What follows belongs to an exercise in optimizing a design on an open flow for small area; a production flow would make more cautious choices. In this exercise RTL edits were held to simulation tests only and were not proved equivalent to the original. No driver is modelled on the clock port, so clocking that relies on it looks cheaper here than on a real chip. Power and IR drop assume default switching activity.

[config.mk]
export PLATFORM = sky130hd
export DESIGN_NAME = Top_Module
export DESIGN_NICKNAME = Top_Module
export VERILOG_FILES = /design/flow/design.v
export SDC_FILE = /design/flow/constraint.sdc
export NUM_CORES = 4
export LEC_CHECK = 0
export CAP_MARGIN = 0
export CORE_AREA = 2.3 2.72 59.8 59.84
export DIE_AREA = 0 0 62 62
export PLACE_DENSITY = 0.8
export SLEW_MARGIN = 0
[constraint.sdc]
create_clock -name core_clock -period 20.0 [get_ports {clk}]
set_input_delay 4.0000 -clock core_clock [delete_from_list [all_inputs] [get_ports {clk}]]
set_output_delay 4.0000 -clock core_clock [all_outputs]
set_load 0.01 [all_outputs]
[design.v]
`timescale 1ns / 1ps
module D_FF(
    input clk,  
    input rst,  
    input en,  
    input D,  
    output reg Q
    );
    always @(posedge clk)
    begin
    if (rst) Q <= 1'b0;
    else if (en) Q <= D;
    end
endmodule
`timescale 1ns / 1ps
module Slow_Clock(
    input clk_in,
    input reset,
    output slow_clk_en
    );
    reg [7:0] counter;
    always @(posedge clk_in)
    begin
    if (reset)
    counter <= 0;
    else
    counter <= (counter >= 255) ? 8'd0 : counter + 8'd1;
    end
    assign slow_clk_en = (counter == 255) ? 1'b1 : 1'b0;
endmodule
`timescale 1ns / 1ps
module debounce(
    input clk_in,
    input reset,
    input pb,
    output led
    );
    wire clk_out;
    wire Q1, Q2, Q2_bar;
  Slow_Clock u1(clk_in, reset, clk_out);
  D_FF d1(clk_in, reset, clk_out, pb, Q1); 
  D_FF D2(clk_in, reset, clk_out, Q1, Q2); 
  assign Q2_bar = ~Q2;
  assign led = Q2_bar & Q1;
endmodule
`timescale 1ns / 1ps
module Decoder_7_segment(
    input [3:0] in,  
    output reg [6:0] seg  
    );
    always @(*)
    begin
    case (in)
    0: seg=7'b0000001;  
    1: seg=7'b1001111;  
    2: seg=7'b0010010;  
    3: seg=7'b0000110;  
    4: seg=7'b1001100;  
    5: seg=7'b0100100;  
    6: seg=7'b0100000;  
    7: seg=7'b0001111;  
    8: seg=7'b0000000;  
    9: seg=7'b0000100;  
    default: seg=7'b1111111;  
    endcase
    end
endmodule
`timescale 1ns / 1ps
module Sevenseg_driver(
    input clk,
    input rst,
    input clr,
    input [3:0] in1,
    input [3:0] in2,
    input [3:0] in3,
    input [3:0] in4,
    output reg [6:0] seg,
    output reg [3:0] an
    );
    wire [6:0] seg1, seg2, seg3, seg4;
    reg [5:0] segclk;
    localparam LEFT = 2'b00, MIDLEFT = 2'b01, MIDRIGHT = 2'b10, RIGHT = 2'b11;
    reg [1:0] state;
    Decoder_7_segment disp1(in1, seg1);
    Decoder_7_segment disp2(in2, seg2);
    Decoder_7_segment disp3(in3, seg3);
    Decoder_7_segment disp4(in4, seg4);
    always @(posedge clk)
    begin
    if (rst)
    segclk <= 0;
    else if (segclk == 63)
    segclk <= 0;
    else
    segclk <= segclk + 1'b1;
    end
    always @(posedge clk)
    begin
    if (rst || clr)
    begin
    seg <= 7'b1111111;
    an <= 4'b1111;
    state <= LEFT;
    end
    else if (segclk == 63)
    begin
    case (state)
    LEFT:
    begin
    seg <= seg1;
    an <= 4'b0111;
    state <= MIDLEFT;
    end
    MIDLEFT:
    begin
    seg <= seg2;
    an <= 4'b1011;
    state <= MIDRIGHT;
    end
    MIDRIGHT:
    begin
    seg <= seg3;
    an <= 4'b1101;
    state <= RIGHT;
    end
    RIGHT:
    begin
    seg <= seg4;
    an <= 4'b1110;
    state <= LEFT;
    end
    endcase
    end
    end
endmodule
`timescale 1ns / 1ps
module binarytoBCD(
    input [11:0] binary,
    output reg [3:0] thos,
    output reg [3:0] huns,
    output reg [3:0] tens,
    output reg [3:0] ones
    );
    reg [11:0] bcd_data, bcd_data2, bcd_data3;
    always @(*)  
    begin
    bcd_data = binary;  
    thos = bcd_data/1000;  
    bcd_data2 = bcd_data%1000;  
    huns = bcd_data2/100;  
    bcd_data3 = bcd_data2%100;  
    tens = bcd_data3/10;  
    ones = bcd_data3%10;  
    end
endmodule
`timescale 1ns / 1ps
module digital_clock(  
    input clk,
    input en,
    input rst,
    input hrup,
    input minup,
    output [3:0] s1,
    output [3:0] s2,
    output [3:0] m1,
    output [3:0] m2,
    output [3:0] h1,
    output [3:0] h2
    );
   reg [5:0] hour, min, sec;  
   reg [14:0] clkc;
   always @(posedge clk)
   begin 
   if (rst == 1'b1)
   begin
   {hour,min,sec} <= 0;
   clkc <= 0;
   end
   else if (minup == 1'b1)  
   if (min == 6'd59)
   min <=0;
   else 
   min <=min+1'd1;
   else if (hrup == 1'b1)
   if (hour ==23)
   hour <= 0;
   else
   hour <= hour +1;
   else if (en == 1'b1)
   if (clkc == 32_767)
   begin
   clkc <=0;
   if (sec == 6'd59)
   begin
   sec<=0;
   if(min== 6'd59)
   begin 
   min<=0;
   if (hour == 6'd23)
   hour<=0;
   else
   hour<= hour +1'd1;
   end
   else
   min <= min + 1'd1;
   end
   else
   sec<= sec+1'd1;
   end
   else
   clkc<=clkc + 1;
   end
   binarytoBCD secs(.binary(sec), .thos(), .huns(), .tens(s2), .ones(s1));
   binarytoBCD mins(.binary(min), .thos(), .huns(), .tens(m2), .ones(m1));
   binarytoBCD hours(.binary(hour), .thos(), .huns(), .tens(h2), .ones(h1));
endmodule
`timescale 1ns / 1ps
module Top_Module(
    input clk,  
    input rst,  
    input sw,  
    input btnC,  
    input btnU,   
    input btnR,   
    output [3:0] an,
    output [6:0] seg,
    output [7:0] led  
    );
    reg [5:0] lo;
    reg [1:0] hi;
    wire lo_end = (lo == 6'd0);       
    always @(posedge clk)
        if (rst) lo <= 6'd1;
        else lo <= {lo[4:0], lo[5] ^ lo[4] ^ (lo[4:0] == 5'd0)};
    always @(posedge clk)
        if (rst) hi <= 2'd0;
        else if (lo_end) hi <= hi + 2'd1;
    wire strobe = lo_end & (&hi);                     
    wire first  = (lo == 6'b000010) & (hi == 2'd0);   
    reg qc1, qc2, qu1, qu2, qr1, qr2;
    always @(posedge clk)
        if (rst) {qc1, qc2, qu1, qu2, qr1, qr2} <= 6'd0;
        else if (strobe) {qc1, qc2, qu1, qu2, qr1, qr2} <= {btnC, qc1, btnU, qu1, btnR, qr1};
    wire clr   = rst | (qc1 & ~qc2);
    wire minup = first & qr1 & ~qr2;
    wire hrup  = first & qu1 & ~qu2 & ~minup;
    reg [14:0] clkc;                  
    reg [3:0] s1, m1, h1;             
    reg [2:0] s2, m2;                 
    reg [1:0] h2;                     
    wire s1_9 = s1[3] & s1[0];
    wire s2_5 = s2[2] & s2[0];
    wire m1_9 = (m1[3] & m1[2]);
    wire m2_5 = (m2[2] & m2[0]);
    wire h1_9 = (h1[3] & h1[2]);
    wire h_23 = (~h2[0]) & ((h1[2] & h1[1]));
    wire run    = sw & ~minup & ~hrup;           
    wire sec_up = run & (&clkc);                 
    wire s2_up  = sec_up & s1_9;
    wire min_c  = s2_up & s2_5;                  
    wire min_up = minup | min_c;
    wire m2_up  = min_up & m1_9;
    wire hr_up  = hrup | (min_c & m1_9 & m2_5);
    wire h2_up  = hr_up & (h1_9 | h_23);
    function [3:0] inc9(input [3:0] q);
        inc9 = {(q[3] & ~q[0]) | (q[2] & q[1] & q[0]), q[2] ^ (q[1] & q[0]), (q[1] ^ q[0]) & ~q[3], ~q[0]};
    endfunction
    function [2:0] inc5(input [2:0] q);
        inc5 = {(q[2] & ~q[0]) | (q[1] & q[0]), (q[1] ^ q[0]) & ~q[2], ~q[0]};
    endfunction
    function [3:0] cinc9(input [3:0] q);
        cinc9 = {(~q[3] & q[2] & q[0]) | (q[3] & ~q[2]),
                 ~q[0], (~q[3] & ~q[2]) | (~q[2] & ~q[1] & q[0]), ~q[1]};
    endfunction
    function [2:0] cinc5(input [2:0] q);
        cinc5 = {~q[0], ~q[2], ~q[1]};
    endfunction
    function [1:0] cinc2(input [1:0] q);
        cinc2 = {q[0], ~q[1] | ~q[0]};
    endfunction
    always @(posedge clk)
    begin
        if (clr) clkc <= 15'd0;
        else if (run) clkc <= clkc + 15'd1;
        if (clr) s1 <= 4'd0;
        else if (sec_up) s1 <= inc9(s1);
        if (clr) s2 <= 3'd0;
        else if (s2_up) s2 <= inc5(s2);
        if (clr) m1 <= 4'b0001;
        else if (min_up) m1 <= cinc9(m1);
        if (clr) m2 <= 3'b001;
        else if (m2_up) m2 <= cinc5(m2);
        if (clr) h1 <= 4'b0001;
        else if (hr_up) h1 <= h_23 ? 4'b0001 : cinc9(h1);
        if (clr) h2 <= 2'b01;
        else if (h2_up) h2 <= h_23 ? 2'b01 : cinc2(h2);
    end
    reg [3:0] dig;
    always @(posedge clk)
        if (rst) dig <= 4'b0111;
        else if (lo_end)
            case (hi)
                2'd0: dig <= {2'b00, h2};
                2'd1: dig <= h1;
                2'd2: dig <= {1'b0, m2};
                default: dig <= m1;
            endcase
    wire blank = (dig[2] & dig[1] & dig[0]);      
    assign an = blank ? 4'b1111 :
                (hi == 2'd1) ? 4'b0111 :
                (hi == 2'd2) ? 4'b1011 :
                (hi == 2'd3) ? 4'b1101 : 4'b1110;
    wire [3:0] d = dig;
    assign seg[6] = (~d[3] & ~d[1] & ~d[0]) | (~d[3] & d[1] & d[0]);
    assign seg[5] = (~d[3] & d[2] & d[0]) | (d[3] & ~d[2] & ~d[1] & d[0]);
    assign seg[4] = (~d[3] & ~d[2] & ~d[0]) | (d[2] & d[1] & d[0]);
    assign seg[3] = (~d[3] & ~d[1] & ~d[0]) | (d[1] & d[0]);
    assign seg[2] = d[2] | (d[1] & d[0]);
    assign seg[1] = d[1];
    assign seg[0] = (~d[3] & ~d[2] & ~d[1]) | (d[1] & d[0]);
    assign led = {1'b0, s2, s1};
endmodule
[flow/run.sh]
#!/bin/bash
# Own layout flow: the standard synthesis, its combinational logic re-mapped
# for area (flip-flops untouched; twelve ABC runs with different seeds and mapping settings, each
# proven equal to the standard netlist, the smallest kept), then the standard
# floorplan and placement with the smallest buffer on each port, a flat
# clock buffering (cts_manual.tcl) and the standard routing and finish.
# Each tool's output goes to its own log in this folder.
set -euo pipefail
W=$(pwd)
R=$W/orfs/results/$FLOW_PLATFORM/Top_Module/base
LIB=$FLOW_HOME/platforms/sky130hd/lib/sky130_fd_sc_hd__tt_025C_1v80.lib

bash standard.sh synth > $W/log_1_synth_standard.log 2>&1
cp $R/1_2_yosys.v $W/netlist_standard.v

remap() {
  local s=$1
  local seed=$s
  local nf="-a -R 1000"
  if (( s % 2 == 0 )); then nf="-a -R 1000 -C 32 -F 8 -A 8 -p"; fi
  sed -e "s#@SEED@#$seed#" -e "s#@NF@#$nf#g" flow/area.abc > $W/area_$s.abc
  sed -e "s#@LIB@#$LIB#g" -e "s#@IN@#$W/netlist_standard.v#" -e "s#@OUT@#$W/netlist_area_$s.v#" \
      -e "s#@ABC@#$W/area_$s.abc#" -e "s#@STAT@#$W/netlist_area_stat_$s.txt#" flow/resynth.ys > $W/resynth_$s.ys
  sed -e "s#@LIB@#$LIB#g" -e "s#@GOLD@#$W/netlist_standard.v#" -e "s#@GATE@#$W/netlist_area_$s.v#" \
      flow/equiv.ys > $W/equiv_$s.ys
  if yosys -s $W/resynth_$s.ys > $W/log_2_resynth_$s.log 2>&1 && \
     yosys -s $W/equiv_$s.ys > $W/log_3_equiv_$s.log 2>&1; then
    grep "Chip area" $W/netlist_area_stat_$s.txt | awk '{print $NF}' > $W/area_ok_$s.txt
  fi
}
CANDIDATES="1 2 3 4 5 6 7 8 9 10 11 12"
for batch in "1 2 3 4" "5 6 7 8" "9 10 11 12"; do
  for s in $batch; do remap $s & done
  wait
done

best=""; best_area=""
for s in $CANDIDATES; do
  if [[ -s $W/area_ok_$s.txt ]]; then
    a=$(cat $W/area_ok_$s.txt)
    echo "seed $s: area $a (proven equal)"
    if [[ -z $best ]] || awk -v a=$a -v b=$best_area 'BEGIN{exit !(a < b)}'; then best=$s; best_area=$a; fi
  else
    echo "seed $s: failed or not proven"
  fi
done
if [[ -n $best ]]; then
  echo "using the re-mapped netlist of seed $best ($best_area um2)"
  cp $W/netlist_area_$best.v $R/1_2_yosys.v
  rm -f $R/1_synth.odb
  bash standard.sh synth > $W/log_4_synth_odb.log 2>&1
else
  echo "keeping the standard netlist"
fi

bash standard.sh "BUFFER_PORTS_ARGS=-buffer_cell sky130_fd_sc_hd__buf_1" place > $W/log_5_place.log 2>&1
RESULTS=$R CLK_GROUPS=3 CLK_BUF=sky130_fd_sc_hd__clkbuf_8 \
  openroad -no_init -exit flow/cts_manual.tcl > $W/log_6_cts_manual.log 2>&1
bash standard.sh finish > $W/log_7_route_finish.log 2>&1
[flow/area.abc]
strash
balance -l
resub -K 6 -l
rewrite -l
resub -K 6 -N 2 -l
refactor -l
resub -K 8 -l
balance -l
resub -K 8 -N 2 -l
rewrite -l
resub -K 10 -l
rewrite -z -l
resub -K 10 -N 2 -l
balance -l
resub -K 12 -l
refactor -z -l
resub -K 12 -N 2 -l
rewrite -z -l
balance -l
&get -n
&deepsyn -T 90 -S @SEED@
&put
&get -n
&dch -f
&nf @NF@
&put
strash
&get -n
&dch -f
&nf @NF@
&put
[flow/cts_manual.tcl]
# Clock buffering in place of TritonCTS: the clock port drives CLK_GROUPS
# buffers directly, each driving the clock pins of one cluster of flip-flops
# (balanced k-means on their placed locations), all at the same depth.
set platform $::env(FLOW_HOME)/platforms/sky130hd
read_lef $platform/lef/sky130_fd_sc_hd.tlef
read_lef $platform/lef/sky130_fd_sc_hd_merged.lef
read_liberty $platform/lib/sky130_fd_sc_hd__tt_025C_1v80.lib
set R $::env(RESULTS)
read_db $R/3_place.odb
read_sdc $R/3_place.sdc
source $platform/setRC.tcl

set k $::env(CLK_GROUPS)
set buf $::env(CLK_BUF)
set block [ord::get_db_block]
set net [$block findNet clk]
set sinks {}
foreach it [$net getITerms] {
  set inst [$it getInst]
  set loc [$inst getLocation]
  lappend sinks [list [lindex $loc 0] [lindex $loc 1] "[$inst getName]/[[$it getMTerm] getName]"]
}
set sinks [lsort -integer -index 0 $sinks]
set n [llength $sinks]
# initial centres: split the x-sorted sinks into k runs
set centres {}
for {set g 0} {$g < $k} {incr g} {
  set grp [lrange $sinks [expr {$g * $n / $k}] [expr {($g + 1) * $n / $k - 1}]]
  set sx 0.0; set sy 0.0
  foreach s $grp { set sx [expr {$sx + [lindex $s 0]}]; set sy [expr {$sy + [lindex $s 1]}] }
  lappend centres [list [expr {$sx / [llength $grp]}] [expr {$sy / [llength $grp]}]]
}
# balanced k-means: each cluster takes at most ceil(n/k) sinks, assigned
# greedily in order of distance to the cluster centres
set cap [expr {($n + $k - 1) / $k}]
for {set iter 0} {$iter < 20} {incr iter} {
  set pairs {}
  for {set i 0} {$i < $n} {incr i} {
    set s [lindex $sinks $i]
    for {set g 0} {$g < $k} {incr g} {
      set c [lindex $centres $g]
      lappend pairs [list [expr {abs([lindex $s 0] - [lindex $c 0]) + abs([lindex $s 1] - [lindex $c 1])}] $i $g]
    }
  }
  set pairs [lsort -real -index 0 $pairs]
  for {set g 0} {$g < $k} {incr g} { set mem($g) {}; set size($g) 0 }
  array unset done
  foreach pr $pairs {
    lassign $pr d i g
    if {[info exists done($i)] || $size($g) >= $cap} continue
    set done($i) 1; incr size($g); lappend mem($g) [lindex $sinks $i]
  }
  set centres {}
  for {set g 0} {$g < $k} {incr g} {
    set sx 0.0; set sy 0.0
    foreach s $mem($g) { set sx [expr {$sx + [lindex $s 0]}]; set sy [expr {$sy + [lindex $s 1]}] }
    set m [expr {max(1, [llength $mem($g)])}]
    lappend centres [list [expr {$sx / $m}] [expr {$sy / $m}]]
  }
}
for {set g 0} {$g < $k} {incr g} {
  if {[llength $mem($g)] == 0} continue
  set pins {}
  foreach s $mem($g) { lappend pins [get_pins [lindex $s 2]] }
  set c [lindex $centres $g]
  set dbu [$block getDbUnitsPerMicron]
  puts "clock group $g: [llength $mem($g)] sinks"
  insert_buffer -buffer_cell $buf -net clk -load_pins $pins \
    -location [list [expr {[lindex $c 0] / $dbu}] [expr {[lindex $c 1] / $dbu}]] \
    -buffer_name clkbuf_leaf_$g -net_name clknet_leaf_$g
}
foreach g [$block getNets] {
  if {[string match clknet_leaf_* [$g getName]] || [$g getName] == "clk"} { $g setSigType CLOCK }
}
set_propagated_clock [all_clocks]
detailed_placement
check_placement -verbose
estimate_parasitics -placement
report_clock_skew
set mx 0
foreach p [get_pins -hierarchical */CLK] { set s [get_property $p slew_max]; if {$s > $mx} {set mx $s} }
puts "largest clock pin slew (placement estimate): $mx"
puts "clock net pins: [llength [$net getITerms]]"
write_db $R/4_1_cts.odb
write_sdc -no_timestamp $R/4_cts.sdc
[flow/equiv.ys]
# Prove the re-mapped netlist equal to the standard one, flip-flop for flip-flop.
read_liberty -ignore_miss_func @LIB@
read_verilog @GOLD@
rename Top_Module gold
read_verilog @GATE@
rename Top_Module gate
flatten gold gate
rename -hide gold/w:* gate/w:* %u gold/w:*.IQ gate/w:*.IQ %u %d
opt_clean gold gate
equiv_make gold gate equiv
hierarchy -top equiv
equiv_simple -seq 1
equiv_status -assert
[flow/resynth.ys]
# Re-map the combinational logic of the standard synthesis netlist for area.
# The flip-flop instances are kept as they are (names, cell types, nets).
read_liberty -ignore_miss_func @LIB@
read_verilog @IN@
hierarchy -top Top_Module
setattr -mod -set keep_hierarchy 1 sky130_fd_sc_hd__df* sky130_fd_sc_hd__edf* sky130_fd_sc_hd__sdf* sky130_fd_sc_hd__sedf* sky130_fd_sc_hd__dl*
flatten
rename -hide w:*.*
opt_clean -purge
abc -liberty @LIB@ -dont_use sky130_fd_sc_hd__probe_p_8 -dont_use sky130_fd_sc_hd__probec_p_8 -dont_use sky130_fd_sc_hd__lpflow_bleeder_1 -dont_use sky130_fd_sc_hd__lpflow_clkbufkapwr_1 -dont_use sky130_fd_sc_hd__lpflow_clkbufkapwr_16 -dont_use sky130_fd_sc_hd__lpflow_clkbufkapwr_2 -dont_use sky130_fd_sc_hd__lpflow_clkbufkapwr_4 -dont_use sky130_fd_sc_hd__lpflow_clkbufkapwr_8 -dont_use sky130_fd_sc_hd__lpflow_clkinvkapwr_1 -dont_use sky130_fd_sc_hd__lpflow_clkinvkapwr_16 -dont_use sky130_fd_sc_hd__lpflow_clkinvkapwr_2 -dont_use sky130_fd_sc_hd__lpflow_clkinvkapwr_4 -dont_use sky130_fd_sc_hd__lpflow_clkinvkapwr_8 -dont_use sky130_fd_sc_hd__lpflow_decapkapwr_12 -dont_use sky130_fd_sc_hd__lpflow_decapkapwr_3 -dont_use sky130_fd_sc_hd__lpflow_decapkapwr_4 -dont_use sky130_fd_sc_hd__lpflow_decapkapwr_6 -dont_use sky130_fd_sc_hd__lpflow_decapkapwr_8 -dont_use sky130_fd_sc_hd__lpflow_inputiso0n_1 -dont_use sky130_fd_sc_hd__lpflow_inputiso0p_1 -dont_use sky130_fd_sc_hd__lpflow_inputiso1n_1 -dont_use sky130_fd_sc_hd__lpflow_inputiso1p_1 -dont_use sky130_fd_sc_hd__lpflow_inputisolatch_1 -dont_use sky130_fd_sc_hd__lpflow_isobufsrc_1 -dont_use sky130_fd_sc_hd__lpflow_isobufsrc_16 -dont_use sky130_fd_sc_hd__lpflow_isobufsrc_2 -dont_use sky130_fd_sc_hd__lpflow_isobufsrc_4 -dont_use sky130_fd_sc_hd__lpflow_isobufsrc_8 -dont_use sky130_fd_sc_hd__lpflow_isobufsrckapwr_16 -dont_use sky130_fd_sc_hd__lpflow_lsbuf_lh_hl_isowell_tap_1 -dont_use sky130_fd_sc_hd__lpflow_lsbuf_lh_hl_isowell_tap_2 -dont_use sky130_fd_sc_hd__lpflow_lsbuf_lh_hl_isowell_tap_4 -dont_use sky130_fd_sc_hd__lpflow_lsbuf_lh_isowell_4 -dont_use sky130_fd_sc_hd__lpflow_lsbuf_lh_isowell_tap_1 -dont_use sky130_fd_sc_hd__lpflow_lsbuf_lh_isowell_tap_2 -dont_use sky130_fd_sc_hd__lpflow_lsbuf_lh_isowell_tap_4  -script @ABC@
opt_clean -purge
hilomap -singleton -hicell sky130_fd_sc_hd__conb_1 HI -locell sky130_fd_sc_hd__conb_1 LO
splitnets
opt_clean -purge
select Top_Module
tee -o @STAT@ stat -liberty @LIB@
write_verilog -noattr -nohex -nodec -selected @OUT@
[standard.sh]
#!/bin/bash
# synth_recipe.tcl (not shown) runs the flow's synth.tcl, then flattens the netlist and writes it again
# the make line also repeats each setting of config.mk as NAME=value (left out here)
make -C /OpenROAD-flow-scripts/flow DESIGN_CONFIG=/design/flow/config.mk WORK_HOME=/design/flow/orfs CLKGATE_MAP_FILE= SYNTH_SCRIPT=/design/flow/synth_recipe.tcl "${@:-finish}"
==> run notes, run 1 <==
* CP Launch Point: sw
* # setup viols final at 0
* CP max stage delay at about 0.6 ns
* Net Count, Synth at 230
* Final net count at between 200 and 300
* Worst hold endpoint: lo[2]
* DRC Markers at 0
* Minimum clock period at 8.19 ns
* Peak VDD IR at a little over 0.00007 V
* Global Route Usage Sum at between 10% and 20%
* Clock Skew at between 0.01 and 0.015 ns
* Max-cap violations at 0
* Die width at slightly above 60 um
* Layout filler cell count at 282
* Setup slack, reg-to-reg at 14.67 ns
* Global route overflow at 0
* First-pass GRT wire length at between 5000 and 6000 um
* Inst Count DP at 294
* Initial antenna violation count at 0
* Via count at about 1700
* DR iter-0 viols at 89
* Routability cong. at 0.825
* Fin crit share at between 40% and 50%
* Fin Setup TNS at 0 ns
* Per-cell routed wire length at ~12 um
* Cell count after synthesis at around 220
* Relative slew margins at about 39%
* Arr. time, crit path at 8.24 ns
* Post-Synthesis Cell Area at around 2000 um2
* Crit Path Category: primary input to flip-flop
* Setup crit end kind: flip-flop
* Max-slew violations at 0
* Non-Filler Instances at just under 300
* Worst Tran Pin Value at 0.912 ns
* Max Freq at roughly 0.12 GHz
* Post-DRT Antenna Nets at 0
* Reg-to-Reg End: h1[3]
* Drt pass-1 iters at 4
* Largest net degree at the start of global routing at 19
* Status: finished clean
* WHS Path Cells at 1
* Worst r2r src: lo[2]
* Vias per cell at around 5.6
* Clock transition at path regs at between 0.1 and 0.15 ns
* Initial core utilization at 60.8%
* Buffers on Ports at 23
* Area of the multi-input gates at 915 um2
* HP Class: flip-flop to flip-flop
* Leak at around 0.81 nW
* Slowest stage cell on the critical path: o21ai_0
* Delay-heaviest family, CP: simple AND/OR/NAND/NOR gates
* Dpl hpwl at 2650 um
* Rows at 21
* Area grow syn2layout at 9.64%
* Critical path launch point type: primary input
* FF+latch area at roughly 1100 um2
* Num ports at 25
* Vias in the first global route at about 1400
* Avg Cell Area, Syn at just under 9 um2
* DIE HEIGHT at 62 um
* Diode count at 0
* Worst-Skew Late Latency at ~0.16 ns
* Core ar. at 3280 um2
* Syn. warnings at 1
* Share of layout cells above drive strength 1 at approximately 1.6%
* Worst path buffer plus inverter count at 1
* Critical Path RT at between 20 and 25 ns
* Worst path cell trace: buf_1 > and4_1 > and2_0 > and3_1 > and3_1 > and2_0 > and3_1 > and2_0 > and3_1 > and2_0 > and3_1 > and2_0 > nand4_1 > o21ai_0 > nand2_1 > o21ai_0 > o21ai_0 > a31oi_1 > a21oi_1
* Hold Path Origin: lo[1]
* Die ar. at a little under 4000 um2
* WL final at around 3600 um
* Pwr/cell area at about 85 nW/um2
* RSZ-0062 raised after global routing: false
* Reg2Reg Depth at 22
* CP max FO at 8
* Final Hold Violating Endpoints at 0
[sequential cells by signal (all words and copies together) (netlist names), 2 cells and up, named ones only]
name / cells
h1: 4
s2: 2
m2: 3
s1: 3
m1: 4
hi: 2
lo: 6
dig: 4
h2: 2
clkc: 15
[cell usage in the layout, fill, tap and decap left out, types with 2 or more instances in the layout]
cell type	instances
o211a_1	2
nor2_1	18
nor2b_1	9
nand2b_1	2
clkinv_1	6
nor3_1	8
a22o_1	6
nand3_1	10
nand4_1	2
nor4_1	3
o31ai_1	3
a21oi_1	24
a22oi_1	2
dfxtp_1	53
and3_1	10
and2_0	6
clkbuf_8	3
nand2_1	19
o21ai_0	21
o22ai_1	2
buf_1	23
a31oi_1	4
[through the flow]
stage          cell area (um2)  util [%]  total power, mW  setup WS [ns]  hold slack, ns
5_1_grt                   2190      66.7            0.195          11.22           0.487
2_1_floorplan             2000         -            0.139          12.26           0.432
3_5_place_dp              2150      65.4            0.149          11.64           0.457
3_3_place_gp              2150      65.4            0.148          11.84           0.450
6_report                  2190      66.7            0.185          11.81           0.470
[worst max-delay path by stage]
stage                 end  slack (ns)  depth (start not counted)
floorplan           h1[3]       12.26                         18
global placement    h1[3]       11.84                         19
detailed placement  h1[3]       11.64                         19
global route        h1[3]       11.22                         19
finish              h1[3]       11.81                         19
[worst reg2reg max path, stage by stage (launching register included)]
cell,delay [ns]
dfxtp_1,0.34
nor4_1,0.28
nor2_1,0.11
and3_1,0.18
nand3_1,0.14
and4_1,0.25
and2_0,0.23
and3_1,0.26
and3_1,0.22
and2_0,0.23
and3_1,0.22
and2_0,0.23
and3_1,0.22
and2_0,0.23
and3_1,0.25
and2_0,0.27
nand4_1,0.16
o21ai_0,0.59
nand2_1,0.15
o21ai_0,0.25
o21ai_0,0.16
a31oi_1,0.19
a21oi_1,0.05
[layout make-up]
cell class                 count  share of cell area, %
sequential                    53                   48.4
inverter                       6                   1.03
tap                           46                   2.63
timing repair buffer          24                   4.28
multi-input combinational    165                   41.7
clock buffer                   3                   1.88
[power breakdown]
| part | internal, mW | switching, mW |
|---|---|---|
| clock | 0.0140 | 0.0252 |
| combinational | 0.0107 | 0.0173 |
| sequential | 0.111 | 0.00761 |
[layer usage]
metal	routed length [um]	track usage, %	vias up
li1	-	-	882
met1	1710	23.2	754
met2	1770	36.8	27
met3	116	1.45	6
met4	51	3.04	0
met5	0	0	-
==> inputs of run 2 (changes only) <==
--- a/design.v
+++ b/design.v
@@ -253,7 +253,8 @@
     wire m1_9 = (m1[3] & m1[2]);
-    wire m2_5 = (m2[2] & m2[0]);
+    wire m2_5 = (m2[2] & m2[1]);
     wire h1_9 = (h1[3] & h1[2]);
-    wire h_23 = (~h2[0]) & ((h1[2] & h1[1]));
+    wire h_23 = (~h2[1]) & ((h1[2] & ~h1[0]));
     wire run    = sw & ~minup & ~hrup;           
-    wire sec_up = run & (&clkc);                 
+    wire clkc_z = (clkc[13:0] == 14'd0);
+    wire sec_up = run & clkc_z & ~clkc[14];      
     wire s2_up  = sec_up & s1_9;
@@ -271,10 +272,10 @@
     function [3:0] cinc9(input [3:0] q);
-        cinc9 = {(~q[3] & q[2] & q[0]) | (q[3] & ~q[2]),
-                 ~q[0], (~q[3] & ~q[2]) | (~q[2] & ~q[1] & q[0]), ~q[1]};
+        cinc9 = {(~q[3] & q[2] & q[1]) | (q[3] & ~q[2]),
+                 ~q[1], q[0], (q[3] & ~q[1]) | (q[3] & ~q[0]) | q[2]};
     endfunction
     function [2:0] cinc5(input [2:0] q);
-        cinc5 = {~q[0], ~q[2], ~q[1]};
+        cinc5 = {~q[1], q[0], q[2]};
     endfunction
     function [1:0] cinc2(input [1:0] q);
-        cinc2 = {q[0], ~q[1] | ~q[0]};
+        cinc2 = {~q[1] | q[0], ~q[1]};
     endfunction
@@ -282,4 +283,4 @@
     begin
-        if (clr) clkc <= 15'd0;
-        else if (run) clkc <= clkc + 15'd1;
+        if (clr) clkc <= 15'd1;
+        else if (run) clkc <= {clkc[13:0], clkc[14] ^ clkc[13] ^ clkc_z};
         if (clr) s1 <= 4'd0;
@@ -288,10 +289,10 @@
         else if (s2_up) s2 <= inc5(s2);
-        if (clr) m1 <= 4'b0001;
+        if (clr) m1 <= 4'b0011;
         else if (min_up) m1 <= cinc9(m1);
-        if (clr) m2 <= 3'b001;
+        if (clr) m2 <= 3'b011;
         else if (m2_up) m2 <= cinc5(m2);
-        if (clr) h1 <= 4'b0001;
-        else if (hr_up) h1 <= h_23 ? 4'b0001 : cinc9(h1);
-        if (clr) h2 <= 2'b01;
-        else if (h2_up) h2 <= h_23 ? 2'b01 : cinc2(h2);
+        if (clr) h1 <= 4'b0011;
+        else if (hr_up) h1 <= h_23 ? 4'b0011 : cinc9(h1);
+        if (clr) h2 <= 2'b11;
+        else if (h2_up) h2 <= h_23 ? 2'b11 : cinc2(h2);
     end
@@ -299,3 +300,3 @@
     always @(posedge clk)
-        if (rst) dig <= 4'b0111;
+        if (rst) dig <= 4'b0110;
         else if (lo_end)
@@ -307,3 +308,3 @@
             endcase
-    wire blank = (dig[2] & dig[1] & dig[0]);      
+    wire blank = (dig[2] & dig[1] & ~dig[0]);      
     assign an = blank ? 4'b1111 :
@@ -313,9 +314,9 @@
     wire [3:0] d = dig;
-    assign seg[6] = (~d[3] & ~d[1] & ~d[0]) | (~d[3] & d[1] & d[0]);
-    assign seg[5] = (~d[3] & d[2] & d[0]) | (d[3] & ~d[2] & ~d[1] & d[0]);
-    assign seg[4] = (~d[3] & ~d[2] & ~d[0]) | (d[2] & d[1] & d[0]);
-    assign seg[3] = (~d[3] & ~d[1] & ~d[0]) | (d[1] & d[0]);
-    assign seg[2] = d[2] | (d[1] & d[0]);
-    assign seg[1] = d[1];
-    assign seg[0] = (~d[3] & ~d[2] & ~d[1]) | (d[1] & d[0]);
+    assign seg[6] = (~d[3] & ~d[1] & d[0]) | (~d[3] & d[1] & ~d[0]);
+    assign seg[5] = (~d[3] & d[2] & d[1]) | (d[3] & ~d[2] & d[1] & d[0]);
+    assign seg[4] = (~d[3] & ~d[2] & ~d[1]) | (d[2] & d[1] & ~d[0]);
+    assign seg[3] = (~d[3] & ~d[1] & d[0]) | (d[1] & ~d[0]);
+    assign seg[2] = d[2] | (d[1] & ~d[0]);
+    assign seg[1] = ~d[0];
+    assign seg[0] = (~d[3] & ~d[2] & d[1]) | (d[1] & ~d[0]);
     assign led = {1'b0, s2, s1};
==> run 2 against run 1 <==
Still clean on timing, DRC and antenna. Sequential power fell by 7%. Sequential share of layout area rose by 0.33 points. Combinational power fell by 39%. Global-route usage rose by 0.12 points. Sequential cell count did not move. Final cell count fell by 4.4%. Clock skew fell by 0.0040 ns. Cell area fell by 0.69%. Via count fell by 5.6%. Routed wire length rose by 1.0%. Non-clock buffer count did not move. Largest power group unchanged.
==> run notes, run 2 <==
* Top flop regs: clkc (15), lo (6)
* Post-Synthesis Cell Area at 1980 um2 (-0.75%)
* Dpl hpwl at 2680 um (+0.90%)
* DRC Markers at 0 (unchanged)
* Fin crit share at 34.7% (-6.3 points)
* Crit-path most repeated cell: nand2_1
* Critical path launch point type: primary input
* Pre-CTS WS at 12.90 ns (+1.26 ns)
* HP Class: flip-flop to flip-flop
* Global route overflow at 0 (unchanged)
* Final net count at 246 (-5.0%)
* Vias in the first global route at 1327 (-4.7%)
* Num ports at 25 (unchanged)
* Initial antenna violation count at 0 (unchanged)
* Avg Cell Area, Syn at 9.40 um2 (+5.4%)
* Share of layout cells above drive strength 1 at 1.68% (+0.087 points)
* Post-route cell area at 2180 um2 (-0.69%)
* Most flop-heavy register: clkc
* Per-cell routed wire length at 13.0 um (+5.7%)
* Worst-Skew Late Latency at 0.16 ns (about the same)
* Area grow syn2layout at 9.72% (about the same)
* Relative slew margins at 23.4% (-15 points)
* CP max stage delay at 0.66 ns (+0.07 ns)
* Slowest stage cell on the critical path: a21boi_0
* Net Count, Synth at 217 (-5.7%)
* # setup viols final at 0 (unchanged)
* Buffers on Ports at 23 (unchanged)
* Die ar. at 3840 um2 (unchanged)
* Setup slack after layout at 13.06 ns (+1.25 ns)
* Vias per cell at 5.55 (-1.3%)
* RSZ-0062 raised after global routing: false
* Commonest non-fill, non-tap cell in the layout: dfxtp_1
* Tot Pwr at 0.167 mW (-10%)
* Via count at 1575 (-5.6%)
* Arr. time, crit path at 7.05 ns (-1.19 ns)
* Initial core utilization at 60.4% (-0.46 points)
* Max-slew violations at 0 (unchanged)
* Commonest non-fill, non-tap cells in the layout: 53 x dfxtp_1, 24 x nand2_1, 23 x buf_1
* Pwr/cell area at 76.6 nW/um2 (-9.5%)
* Clock Skew at 0.00628 ns (-0.00398 ns)
* Routability cong. at 0.809 (-2.0%)
* Syn. warnings at 1 (unchanged)
* Critical Path RT at 20.12 ns (+0.07 ns)
* Area after DPL at 2130 um2 (-0.70%)
* Fin Setup TNS at 0 ns (unchanged)
* Max Freq at 0.144 GHz (+18%)
* Core ar. at 3280 um2 (unchanged)
* Setup crit end kind: flip-flop
* Max-cap violations at 0 (unchanged)
* Crit Path Category: primary input to flip-flop
* DIE HEIGHT at 62 um (unchanged)
* Minimum clock period at 6.94 ns (-1.25 ns)
* Clock transition at path regs at 0.10 ns (about the same)
* Die width at 62 um (unchanged)
* Max reg flops at 15 (unchanged)
* Worst path buffer plus inverter count at 1 (unchanged)
* WL final at 3680 um (+1.0%)
* First-pass GRT wire length at 5750 um (-0.12%)
* Peak VDD IR at 0.0000644 V (-12%)
* Worst path cell trace: buf_1 > nand3_1 > nor3_1 > and3_1 > and2_0 > nand2_1 > nand2_1 > and3_1 > nand3_1 > a21boi_0 > a31oi_1 > a21oi_1 > nand2b_1 > nand2b_1 > nand2_1
* Post-layout util at 66.2% (-0.46 points)
* CP max FO at 8 (unchanged)
* Global Route Usage Sum at 19.2% (+0.12 points)
* Status: finished clean
* Rows at 21 (unchanged)
* Delay-heaviest family, CP: simple AND/OR/NAND/NOR gates
* Drt pass-1 iters at 4 (unchanged)
* Largest net degree at the start of global routing at 19 (unchanged)
* Diode count at 0 (unchanged)
* Leak at 0.817 nW (+0.76%)
* DR iter-0 viols at 79 (-11%)
* Worst Tran Pin Value at 1.14 ns (+0.232 ns)
* Post-DRT Antenna Nets at 0 (unchanged)
* Final Hold Violating Endpoints at 0 (unchanged)
* Cell count after synthesis at 211 (-5.8%)
-- run 2: changes by cell type in the layout (fill, tap and decap cells not counted), moves of 4 or more --
| cell | before | now |
|---|---|---|
| a22o_1 | 6 | 21 |
| a21oi_1 | 24 | 11 |
| o21ai_0 | 21 | 8 |
| and3_1 | 10 | 4 |
| and2_0 | 6 | 1 |
| nand2_1 | 19 | 24 |
| nand2b_1 | 2 | 6 |
-- run 2: worst register-to-register path, delay by kind of cell, from the launching register on --
family	cells	cell delay, ns
AO/OA/AOI/OAI	3	1.09
flip-flops	1	0.32
AND/OR/NAND/NOR	16	2.63
-- run 2: power by group --
part / internal [mW] / switching (mW) / leakage, nW / total (mW)
combinational: 0.00638 / 0.0109 / 0.366 / 0.0172
clock: 0.0139 / 0.0251 / 0.0216 / 0.0390
sequential: 0.108 / 0.00252 / 0.430 / 0.110
total: 0.128 / 0.0385 / 0.817 / 0.167
-- run 2: metrics by stage --
stage	instances	hold WS (ns)
final	284	0.478
after global routing	284	0.500
after detailed placement	281	0.458
after global placement	281	0.452
after floorplan	211	0.432
-- run 2: cell type report --
cell class / count / area [um2]
Clock buffer: 3 / 41.3
Fill cell: 282 / 1110
Inverter: 6 / 22.5
Multi-Input combinational cell: 152 / 900
Sequential cell: 53 / 1060
Tap cell: 46 / 57.6
Timing Repair Buffer: 24 / 93.8
-- run 2: worst paths after layout --
kind              slack, ns   from    end  cells after the start
setup / recovery      13.06     sw  h2[0]                     15
hold / removal         0.48  h2[0]  h2[0]                      2
setup reg to reg      15.93  lo[1]  h2[0]                     19
hold reg to reg        0.48  h2[0]  h2[0]                      2
-- run 2: metal layers --
layer	global-route usage (%)	part of all wire (%)	vias up
li1	-	-	831
met1	26.4	49	710
met2	33.2	46	28
met3	1.86	3.7	6
met4	3.04	1.2	0
met5	0	0	-

separate check: timing with driven ports:
In the flow no input, the clock included, has a driving cell. The finished layouts below were timed again as built, in two steps. Step 1: set_driving_cell puts a clkbuf_16 on clk and a buf_2 on each other input, an assumption about the parent block. Step 2 also shifts input and output timing later by t, the mid clock arrival at the registers, as if the neighbouring blocks saw the same clock. a / b / c = ideal ports / drivers / drivers and shift; a / b = the first two.
| run | t, ns | setup WS [ns] | latest minus earliest clock arrival (ns) |
|---|---|---|---|
| run 1 | 0.198 | 11.811 / 11.830 / 11.632 | 0.011 / 0.010 |
| run 2 | 0.199 | 13.063 / 13.083 / 12.884 | 0.006 / 0.006 |
After both steps setup and hold are still met in every run listed.
